Source: an optimization exercise on an open RTL-to-GDS flow (aim: small area). Production flows keep margins and buffers that such runs may drop. Only simulation tests tie the RTL to the original design; equivalence was not proved.

## run.sh

```bash
#!/bin/bash
# synth_recipe.tcl (not shown) runs the flow's synth.tcl, then flattens the netlist and writes it again
# the make line also repeats each setting of config.mk as NAME=value (left out here)
make -C /OpenROAD-flow-scripts/flow DESIGN_CONFIG=/design/flow/config.mk WORK_HOME=/design/flow/orfs CLKGATE_MAP_FILE= SYNTH_SCRIPT=/design/flow/synth_recipe.tcl finish
```

## design.v

```verilog
`resetall
`timescale 1ns / 1ps
`default_nettype none
module lfsr_crc #
(
    parameter LFSR_WIDTH = 32,
    parameter LFSR_POLY = 32'h04c11db7,
    parameter LFSR_INIT = {LFSR_WIDTH{1'b1}},
    parameter LFSR_CONFIG = "GALOIS",
    parameter REVERSE = 1,
    parameter INVERT = 1,
    parameter DATA_WIDTH = 8,
    parameter STYLE = "AUTO"
)
(
    input  wire                  clk,
    input  wire                  rst,
    input  wire [DATA_WIDTH-1:0] data_in,
    input  wire                  data_in_valid,
    output wire [LFSR_WIDTH-1:0] crc_out
);
function [LFSR_WIDTH-1:0] poly_rev(input [LFSR_WIDTH-1:0] p);
    integer k;
    begin
        for (k = 0; k < LFSR_WIDTH; k = k + 1)
            poly_rev[k] = p[LFSR_WIDTH-1-k];
    end
endfunction
localparam [LFSR_WIDTH-1:0] POLY_REV = poly_rev(LFSR_POLY);
reg [LFSR_WIDTH-1:0] state_reg;
reg [LFSR_WIDTH-1:0] output_reg;
reg [LFSR_WIDTH-1:0] lfsr_state;
assign crc_out = output_reg;
integer i;
reg fb;
reg [LFSR_WIDTH-1:0] s;
always @* begin
    s = state_reg;
    fb = 1'b0;
    for (i = 0; i < DATA_WIDTH; i = i + 1) begin
        if (REVERSE) begin
            fb = s[0] ^ data_in[i];
            s = s >> 1;
            if (fb)
                s = s ^ POLY_REV;
        end else begin
            fb = s[LFSR_WIDTH-1] ^ data_in[DATA_WIDTH-1-i];
            s = s << 1;
            if (fb)
                s = s ^ LFSR_POLY;
        end
    end
    lfsr_state = s;
end
always @(posedge clk) begin
    if (rst) begin
        state_reg <= LFSR_INIT;
        output_reg <= 0;
    end else begin
        if (data_in_valid) begin
            state_reg <= lfsr_state;
            if (INVERT) begin
                output_reg <= ~lfsr_state;
            end else begin
                output_reg <= lfsr_state;
            end
        end
    end
end
endmodule
`resetall
module csi_rx_align_byte (
   input         clock,          
   input         reset,          
   input         enable,         
   input   [7:0] deser_in,       
   input         wait_for_sync,  
   input         packet_done,    
   output reg       found,
   output reg [7:0] data_out,       
   output reg       data_vld        
);                                   
   reg [7:0]  curr_byte;
   reg [7:0]  last_byte;
   reg [7:0]  shifted_byte;
   reg [2:0]  offset;
   reg [2:0]  data_offs;
   always @(posedge clock or posedge reset) begin
      if (reset == 1'b1) begin
         data_vld  <= 1'b0;
         data_offs <= 0;
         curr_byte <= 8'd0;
         last_byte <= 8'd0;
         data_out  <= 8'd0;
      end
      else if (enable == 1'b1) begin
         curr_byte <= deser_in;
         last_byte <= curr_byte;
         data_out  <= shifted_byte;
         if (packet_done == 1'b1) begin
            data_vld  <= found;
         end
         else if ({wait_for_sync, found, data_vld} == 3'b110) begin
            data_vld  <= 1'b1;
            data_offs <= offset;
         end
      end
   end
   localparam [7:0] SYNC = 8'b1011_1000;
   always@* begin
      found  = 1'b0;
      offset = 3'd0;
      if ({curr_byte[0],   last_byte} == {SYNC, 1'd0}) begin
         found  = 1'b1;
         offset = 3'd0;
      end
      if ({curr_byte[1:0], last_byte} == {SYNC, 2'd0}) begin
         found  = 1'b1;
         offset = 3'd1;
      end
      if ({curr_byte[2:0], last_byte} == {SYNC, 3'd0}) begin
         found  = 1'b1;
         offset = 3'd2;
      end
      if ({curr_byte[3:0], last_byte} == {SYNC, 4'd0}) begin
         found  = 1'b1;
         offset = 3'd3;
      end
      if ({curr_byte[4:0], last_byte} == {SYNC, 5'd0}) begin
         found  = 1'b1;
         offset = 3'd4;
      end
      if ({curr_byte[5:0], last_byte} == {SYNC, 6'd0}) begin
         found  = 1'b1;
         offset = 3'd5;
      end
      if ({curr_byte[6:0], last_byte} == {SYNC, 7'd0}) begin
         found  = 1'b1;
         offset = 3'd6;
      end
      if (curr_byte[7:0] == SYNC) begin
         found  = 1'b1;
         offset = 3'd7;
      end
      case (data_offs)
         3'd7   : shifted_byte =  curr_byte;
         3'd6   : shifted_byte = {curr_byte[6:0], last_byte[7]};
         3'd5   : shifted_byte = {curr_byte[5:0], last_byte[7:6]};
         3'd4   : shifted_byte = {curr_byte[4:0], last_byte[7:5]};
         3'd3   : shifted_byte = {curr_byte[3:0], last_byte[7:4]};
         3'd2   : shifted_byte = {curr_byte[2:0], last_byte[7:3]};
         3'd1   : shifted_byte = {curr_byte[1:0], last_byte[7:2]};
         default: shifted_byte = {curr_byte[0],   last_byte[7:1]};
      endcase
   end
endmodule
module csi_rx_align_word #(
	parameter NUM_LANES = 2
)(
   input         byte_clock,       
   input         reset,            
   input         enable,           
   input         packet_done,      
   input         wait_for_sync,    
   input  [(NUM_LANES*8)-1:0] word_in,          
   input  [NUM_LANES-1:0]  valid_in,         
   output	reg packet_done_out,  
   output  reg [(NUM_LANES*8)-1:0] word_out,         
   output  reg valid_out         
);                                
   reg [(NUM_LANES*8)-1:0] word_dly_1;
   reg [(NUM_LANES*8)-1:0] word_dly_2;
   reg [NUM_LANES-1:0]  valid_dly_1;
   reg [NUM_LANES-1:0]  valid_dly_2;
   reg [1:0] taps [0:NUM_LANES-1];
   reg   valid, valid_in_all;
   reg   is_triggered;
   integer i;
   integer k;
   always@* begin
      valid_in_all = &valid_in;  
      is_triggered = 1'b0;
      for (i = 0; i <= NUM_LANES-1; i = i + 1) begin
         if ({valid_in[i], valid_dly_1[i], valid_dly_2[i]} == 3'b111) begin
            is_triggered = 1'b1;
         end
      end
      packet_done_out =  packet_done
                      | (is_triggered & ~valid_in_all);  
   end
  always @(posedge byte_clock or posedge reset) begin
	if (reset == 1'b1) begin
		valid 		 <= 1'b0;
		valid_dly_1 <= 1'b0;
		valid_dly_2 <= 1'b0;
		word_dly_1  <= 0;
		word_dly_2  <= 0;
		valid_out 	 <= 1'b0;
		for (k = 0; k <= NUM_LANES-1; k = k + 1)
			taps[k] <= 2'd0;
	end
	else begin
		word_dly_1  <= word_in;
		word_dly_2  <= word_dly_1;
		valid_dly_1 <= valid_in;
		valid_dly_2 <= valid_dly_1;
		valid_out <= valid;
		if (enable == 1'b1) begin
			if ({valid_in_all, valid, wait_for_sync} == 3'b101) begin
				valid <= 1'b1;
				for ( k = 0; k <= NUM_LANES-1; k = k + 1) begin
					if (valid_dly_2[k] == 1'b1) begin
						taps[k] <= 2'd2;
					end
					else if (valid_dly_1[k] == 1'b1) begin
						taps[k] <= 2'd1;
					end
					else begin
						taps[k] <= 2'd0;
					end
				end
			end
			else if (packet_done == 1'b1) begin
				valid <= 1'b0;
			end
		end
	end
  end
   genvar j;
   generate
      for (j = 0; j <= NUM_LANES-1; j = j + 1) begin
         always @(posedge byte_clock or posedge reset) begin
            if (reset == 1'b1)
               word_out[((j+1)*8)-1:j*8] <= 8'd0;
            else if (valid == 1'b1) begin
               case (taps[j])
                  2'd2   : word_out[((j+1)*8)-1:j*8] <= word_dly_2[((j+1)*8)-1:j*8];
                  2'd1   : word_out[((j+1)*8)-1:j*8] <= word_dly_1[((j+1)*8)-1:j*8];
                  default: word_out[((j+1)*8)-1:j*8] <= word_in   [((j+1)*8)-1:j*8];
               endcase
            end
         end
      end
   endgenerate
endmodule
`timescale 1ns / 1ps
module csi_rx_hdr_ecc (
   input [23:0] data,
   output reg [7:0]  ecc
);
   always@* begin
      ecc[7] = 1'b0;
      ecc[6] = 1'b0;
      ecc[5] = data[10] ^ data[11] ^ data[12] ^ data[13] ^ data[14] ^ data[15]
             ^ data[16] ^ data[17] ^ data[18] ^ data[19] ^ data[21] ^ data[22]
             ^ data[23];
      ecc[4] = data[4]  ^ data[5]  ^ data[6]  ^ data[7]  ^ data[8]  ^ data[9]
             ^ data[16] ^ data[17] ^ data[18] ^ data[19] ^ data[20] ^ data[22]
             ^ data[23];
      ecc[3] = data[1]  ^ data[2]  ^ data[3]  ^ data[7]  ^ data[8]  ^ data[9]
             ^ data[13] ^ data[14] ^ data[15] ^ data[19] ^ data[20] ^ data[21]
             ^ data[23];
      ecc[2] = data[0]  ^ data[2]  ^ data[3]  ^ data[5]  ^ data[6]  ^ data[9]
             ^ data[11] ^ data[12] ^ data[15] ^ data[18] ^ data[20] ^ data[21]
             ^ data[22];
      ecc[1] = data[0]  ^ data[1]  ^ data[3]  ^ data[4]  ^ data[6]  ^ data[8]
             ^ data[10] ^ data[12] ^ data[14] ^ data[17] ^ data[20] ^ data[21]
             ^ data[22] ^ data[23];
      ecc[0] = data[0]  ^ data[1]  ^ data[2]  ^ data[4]  ^ data[5]  ^ data[7]
             ^ data[10] ^ data[11] ^ data[13] ^ data[16] ^ data[20] ^ data[21]
             ^ data[22] ^ data[23];
   end
endmodule
module csi_rx_packet_handler #(
	parameter NUM_LANES = 2
)(
	input clock,
	input reset,
	input enable,
	input [15:0] data,
	input data_valid,
	output sync_wait,					 
	output packet_done,					 
	output [15:0] payload_out,
	output payload_valid,
	output [7:0] good_checksum_cnt,	 
	output [7:0] bad_checksum_cnt		 
);
	reg [2:0] state;
	reg is_hdr;
	reg [31:0] packet_data;
	reg [5:0] packet_type;
	reg [15:0] packet_len;
	reg [15:0] packet_len_q;
	reg [23:0] packet_for_ecc;
	reg long_packet;
	reg valid_packet;
	reg [15:0] bytes_read;
	reg long_packet_reg;  
	reg [15:0] checksum_rx;
	wire lfsr_rst;
	wire[15:0] checksum_calc;
	reg[15:0] checksum_calc_hold;
	reg[7:0] good_checksum_count;
	reg[7:0] bad_checksum_count;
	wire is_allowed_type;
	assign is_allowed_type = (|{packet_type == 6'h2A});	 
	wire [7:0] expected_ecc;
	always @(*) begin
		is_hdr = ({data_valid, state} == 4'hD);
		packet_type = packet_data[5:0];
		packet_len = packet_data[23:8];
		packet_for_ecc = packet_data[23:0];
		valid_packet = ((packet_data[31:24] == expected_ecc) & is_allowed_type) & (packet_data[7:6] == 2'd0);
		long_packet = (packet_type > 6'h0F) & valid_packet;
	end
	csi_rx_hdr_ecc u_ecc(
		.data(packet_for_ecc),
		.ecc(expected_ecc)
	);
	always @(posedge clock or posedge reset) begin
		if (reset == 1'b1) begin
			state <= 3'd0;
			bytes_read <= 1'b0;
			packet_data <= 1'b0;
			packet_len_q <= 1'b0;
			checksum_calc_hold <= 16'd0;
			checksum_rx <= 16'd0;
		end
		else if (enable == 1'b1) begin
			packet_data <= {data, packet_data[31:16]};
			(* full_case, parallel_case *)
			case (state)
				3'd0: state <= 3'd1;
				3'd1: begin
					bytes_read <= 1'b0;
					if (data_valid == 1'b1)
						state <= 3'd6;
				end
				3'd6: begin
					state <= 3'd5;
				end
				3'd5: begin
					packet_len_q <= packet_len;
					if (long_packet == 1'b0)
						state <= 3'd3;
					else
						state <= 3'd7;
				end
				3'd7: state <= 3'd2;
				3'd2:
					if ((bytes_read < (packet_len_q - (16'd1 * NUM_LANES))) && (bytes_read < 16'd8192))
						bytes_read <= bytes_read + (16'd1 * NUM_LANES);
					else
						state <= 3'd3;
				3'd3: begin
					state <= 3'd4;
					if (long_packet_reg) begin
						checksum_calc_hold <= checksum_calc;
						checksum_rx <= packet_data[0+:16]; 
					end
				end
				3'd4: state <= 3'd1;
				default: state <= 3'd0;
			endcase
		end
	end 
	assign sync_wait = (state == 3'd1);
	assign payload_out = (state == 3'd2 ? packet_data[0+:16] : {16 {1'b0}});
	assign packet_done = (state == 3'd3);
	assign payload_valid = (state == 3'd2);	
	assign lfsr_rst = (state == 3'd4) | reset;
	assign bad_checksum_cnt = bad_checksum_count;  
	assign good_checksum_cnt = good_checksum_count;  
	lfsr_crc#(
		.LFSR_WIDTH(16),
		.LFSR_POLY(16'h1021),
		.LFSR_INIT(16'hFFFF),
		.LFSR_CONFIG("GALOIS"),
		.REVERSE(1),
		.INVERT(0),
		.DATA_WIDTH(16),
		.STYLE("AUTO")
	) crc_inst (
		.clk(clock),
		.rst(lfsr_rst),
		.data_in(payload_out),
		.data_in_valid(payload_valid),
		.crc_out(checksum_calc)
	);
	wire count_evt = enable & (state == 3'd3);
	wire long_packet_nxt = long_packet_reg | long_packet;
	wire [15:0] checksum_rx_nxt = long_packet_reg ? packet_data[0+:16] : checksum_rx;
	wire [15:0] checksum_hold_nxt = long_packet_reg ? checksum_calc : checksum_calc_hold;
	always@(posedge clock or posedge reset) begin
		if (reset) begin
			bad_checksum_count <= 0;
			good_checksum_count <= 0;
		end
		else if (count_evt) begin
			if (long_packet_nxt) begin
				if (checksum_rx_nxt != checksum_hold_nxt) bad_checksum_count <= bad_checksum_count +1;
				else good_checksum_count <= good_checksum_count +1;
			end
		end
	end
    always@(posedge clock or posedge reset) begin
		if (reset == 1'b1) begin
			long_packet_reg <= 0;
		end
		else begin
			if (state == 3'd1) long_packet_reg <= 0; 
			else if (long_packet) long_packet_reg <= 1;
		end
    end
endmodule
`timescale 1ns / 1ps
module csi_rx_core #(
    parameter NUM_LANES = 2
)(
    input         clk,             
    input         reset,           
    input         enable,
    input  [7:0]  d0_byte,         
    input  [7:0]  d1_byte,         
    output [15:0] payload_out,     
    output        payload_valid,
    output [7:0]  good_checksum_cnt,
    output [7:0]  bad_checksum_cnt
);
    wire wait_for_sync, byte_packet_done, packet_done;
    wire [NUM_LANES-1:0] byte_valid;
    wire [(NUM_LANES*8)-1:0] byte_align_data;
    wire f0, f1;
    csi_rx_align_byte d0_align_byte_inst (
        .clock           (clk),
        .reset           (reset),
        .enable          (enable),
        .deser_in        (d0_byte),
        .wait_for_sync   (wait_for_sync),
        .packet_done     (byte_packet_done),
        .found           (f0),
        .data_out        (byte_align_data[7:0]),
        .data_vld        (byte_valid[0])
    );
    csi_rx_align_byte d1_align_byte_inst (
        .clock           (clk),
        .reset           (reset),
        .enable          (enable),
        .deser_in        (d1_byte),
        .wait_for_sync   (wait_for_sync),
        .packet_done     (byte_packet_done),
        .found           (f1),
        .data_out        (byte_align_data[15:8]),
        .data_vld        (byte_valid[1])
    );
    wire [(NUM_LANES*8)-1:0] word_data;
    wire word_valid;
    csi_rx_align_word #(
        .NUM_LANES(NUM_LANES)
    ) align_word_inst (
        .byte_clock      (clk),
        .reset           (reset),
        .enable          (enable),
        .packet_done     (packet_done),
        .wait_for_sync   (wait_for_sync),
        .word_in         (byte_align_data),
        .valid_in        (byte_valid),
        .packet_done_out (byte_packet_done),
        .word_out        (word_data),
        .valid_out       (word_valid)
    );
    csi_rx_packet_handler depacket_inst (
        .clock             (clk),
        .reset             (reset),
        .enable            (enable),
        .data              (word_data),
        .data_valid        (word_valid),
        .sync_wait         (wait_for_sync),
        .packet_done       (packet_done),
        .payload_out       (payload_out),
        .payload_valid     (payload_valid),
        .good_checksum_cnt (good_checksum_cnt),
        .bad_checksum_cnt  (bad_checksum_cnt)
    );
endmodule
```

## constraint.sdc

```tcl
create_clock -name core_clock -period 5.0 [get_ports {clk}]
set_input_delay 1.0000 -clock core_clock [delete_from_list [all_inputs] [get_ports {clk}]]
set_output_delay 1.0000 -clock core_clock [all_outputs]
set_load 0.01 [all_outputs]
```

## config.mk

```make
export PLATFORM = sky130hd
export DESIGN_NAME = csi_rx_core
export DESIGN_NICKNAME = csi_rx_core
export VERILOG_FILES = /design/flow/design.v
export SDC_FILE = /design/flow/constraint.sdc
export NUM_CORES = 4
export LEC_CHECK = 0
export CAP_MARGIN = 20
export CORE_MARGIN = 2
export CORE_UTILIZATION = 40
export SLEW_MARGIN = 20
```

==> impl_metrics.env <==
export IMPL_layout_area_overhead_vs_synth_pct=13.8
export IMPL_drtAntennaViolNets=0
export IMPL_cts_tree="yes"
export IMPL_largest_register_ffs=32
export IMPL_clk_latency_ns=0.57
export IMPL_syn_area_per_cell_sq_um=10.5
export IMPL_ys_top_cells_by_area="dfrtp_1, mux2_2, xnor2_1, dfxtp_1, xor2_1"
export IMPL_cts_resized=0
export IMPL_firstDrtPassIters=5
export IMPL_wire_per_inst_microns=17.2
export IMPL_avgViaCountPerCell=5.33
export IMPL_wl_mm=30.7
export IMPL_endpoint_kind="flip-flop"
export IMPL_slew_viol_final=0
export IMPL_core_sq_um=33700
export IMPL_fin_crit_ns=4.19
export IMPL_powerDensity_nw_per_um2=532
export IMPL_worstMarginPinSlew_ns=1.02
export IMPL_cp_max_fo=5
export IMPL_largest_register="depacket_inst.packet_data"
export IMPL_die_h_microns=189
export IMPL_postCtsSetupRepairBufs=0
export IMPL_max_freq_ghz=0.238
export IMPL_grt_pass1_vias=9470
export IMPL_dieArea_sq_um=35800
export IMPL_rsz0062_at_grt="false"
export IMPL_dpl_hpwl_mm=21.1
export IMPL_ys_seq_area_frac=0.464
export IMPL_antenna_found_initial=0
export IMPL_ys_ff_latch=261
export IMPL_ys_types=71
export IMPL_synth_edf_count=0
export IMPL_path_cells="nor4_1, nand2_1, or4_1, xor2_1, ha_1, a21oi_1, nor2b_1, o21ai_0, o211ai_1, o21a_1, a21oi_1, or4b_4, mux2_1"
export IMPL_synth_commonest_cells="dfrtp_1, mux2_2, xnor2_1"
export IMPL_drive_above_1_share=0.158
export IMPL_required_ns=5.45
export IMPL_htreeDepth=1
export IMPL_hold_viol=0
export IMPL_maxSlewHeadroom=0.322
export IMPL_grt_pass1_wl_mm=50.8
export IMPL_power_uw=8320
export IMPL_drc_errors=0
export IMPL_synth_top_area_frac=0.417
export IMPL_cpMostUsedCell="a21oi_1"
export IMPL_diodes=0
export IMPL_synth_ff_type="dfrtp_1"
export IMPL_port_buffers=51
export IMPL_syn_nets=1350
export IMPL_cts_buffers_inserted=30
export IMPL_ff2ff_path_depth=13
export IMPL_io_pins=52
export IMPL_cp_arrival_ns=4.65
export IMPL_post_route_period_util=0.839
export IMPL_cts_root_buf="clkbuf_16"
export IMPL_ir_drop_mv=0.331
export IMPL_clock_sinks=261
export IMPL_gp_congestion=0.840
export IMPL_layout_nets=1359
export IMPL_async_flop_share=0.877
export IMPL_fp_dieW_microns=189
export IMPL_clk_pin_slew_ns=0.06
export IMPL_initial_core_util=0.407
export IMPL_finalSetupViolations=0
export IMPL_finClkSkew_ns=0.0224
export IMPL_drv_cap=0
export IMPL_yosys_area_top_type="dfrtp_1"
export IMPL_yosysMostFrequentCell="dfrtp_1"
export IMPL_vias=9511
export IMPL_power_leakage_uw=0.00687
export IMPL_drtIter0Drc=522
export IMPL_hold_class="reg -> reg"
export IMPL_cp_slowest_cell="or4b_4"
export IMPL_ys_warn_count=6
export IMPL_grt_usage=0.174
export IMPL_status="no timing/DRC/antenna violations"
export IMPL_syn_instance_count=1305
export IMPL_grt_overflow=0
export IMPL_start_kind="flip-flop"
export IMPL_hold_buffers=0
export IMPL_path_class="reg -> reg"
export IMPL_cts_buffer_depth=3
export IMPL_rows=67
export IMPL_synth_cell_area_sq_um=13700
export IMPL_critical_path_max_stage_delay_ns=0.56
export IMPL_hold_path_cell_count=0
export IMPL_final_util=0.464
export IMPL_grt_max_degree=161
-- cells by family (layout without fill, tap and decap cells) --
logic type	count (synthesis)	count (layout)	synth area share
multiplexers	142	142	0.117
AND/OR/NAND/NOR	352	352	0.133
buffers and inverters	122	155	0.0351
flip-flops	261	261	0.464
AO/OA/AOI/OAI	242	242	0.110
XOR/XNOR	160	160	0.118
adder cells (fa/ha/maj)	26	26	0.0237
-- final cells by class --
| class | count | area (sq um) |
|---|---|---|
| Timing Repair Buffer | 62 | 603 |
| Sequential cell | 261 | 6370 |
| Clock buffer | 40 | 858 |
| Multi-Input combinational cell | 922 | 6880 |
| Fill cell | 3194 | 18100 |
| Clock inverter | 16 | 206 |
| Inverter | 37 | 143 |
| Tap cell | 448 | 561 |
-- layer usage --
layer | vias up | part of all wire | global-route usage
li1 | 4624 | - | -
met1 | 4662 | 0.47 | 0.239
met2 | 172 | 0.47 | 0.288
met3 | 53 | 0.035 | 0.0230
met4 | 0 | 0.025 | 0.0501
met5 | - | 0 | 0
-- worst max-delay path, delay by kind of cell (launching register included) --
family	cells	cell delay, ns
mux	1	0.33
fa+ha+maj	1	0.31
simple gates	5	1.75
flops	1	0.41
compound gates	5	1.15
xor+xnor	1	0.16
-- layout by cell type, fill, tap and decap left out, drive strengths merged, types with 5 or more instances in the layout --
cell,n
nand2b,16
nand4,14
or3,7
clkinv,9
xnor2,102
nor3,13
clkdlybuf4s50,50
a211oi,7
inv,36
and3,10
or4,6
a21oi,67
buf,12
a22oi,7
nor4b,5
nor2b,18
xnor3,13
xor2,44
nand3b,5
a31oi,9
nand2,89
dfxtp,32
ha,26
nand4b,7
o21ai,78
clkbuf,40
nand3,22
o21a,5
o221ai,7
a21o,6
nor2,94
mux2i,11
and2,19
a221oi,14
o31ai,5
dfrtp,229
mux2,130
nor4,11
o211ai,11
-- report_power, final --
group | switching, uW | internal (uW)
sequential | 535 | 2450
combinational | 1450 | 1570
clock | 894 | 1410
-- per-stage QoR --
stage	cell area, sq um	setup slack (ns)	hold WS (ns)	TNS, ns	std cells
2_1_floorplan	13700	-0.677	0.352	-8.49	1305
6_report	15600	0.805	0.370	0	1786
3_3_place_gp	14600	0.989	0.355	0	1730
3_5_place_dp	14600	0.840	0.358	0	1730
4_1_cts	15600	0.842	0.372	0	1786
5_1_grt	15600	0.518	0.382	0	1786
-- worst paths after layout --
check                                                from                               to  slack [ns]
setup / recovery            depacket_inst.packet_len_q[5]  d1_align_byte_inst.data_offs[2]        0.81
hold / removal             d0_align_byte_inst.data_out[0]    align_word_inst.word_dly_1[0]        0.37
setup reg to reg            depacket_inst.packet_len_q[5]  d1_align_byte_inst.data_offs[2]        0.81
hold reg to reg            d0_align_byte_inst.data_out[0]    align_word_inst.word_dly_1[0]        0.37
max in group asynchronous                           reset      depacket_inst.bytes_read[6]        2.94
min in group asynchronous                           reset     depacket_inst.bytes_read[12]        0.91

==> separate check: timing with driven ports <==
Ports are ideal in the flow. The routed layout listed here was re-timed in OpenROAD.
Step 1 assumes that a clkbuf_16 drives the clock port and a buf_2 every other input.
Step 2 times the ports against the registers' clock, not the clock port: input delays grow and output delays shrink by t, the midpoint of the rising clock arrivals with the driver on.
a / b / c = ideal / step 1 / step 2; a / b = the first two.
t, ns: 0.607
setup WS [ns]: 0.805 / 0.805 / 0.805
hold slack, ns: 0.370 / 0.370 / 0.370
slew at the worst register clock pin (ns): 0.07 / 0.07
pins driven straight from the clock port: 1
After both steps setup and hold are still met in this run. For this run, drivers alone change the setup slack by 0.000 ns; drivers and shift together by 0.000 ns.
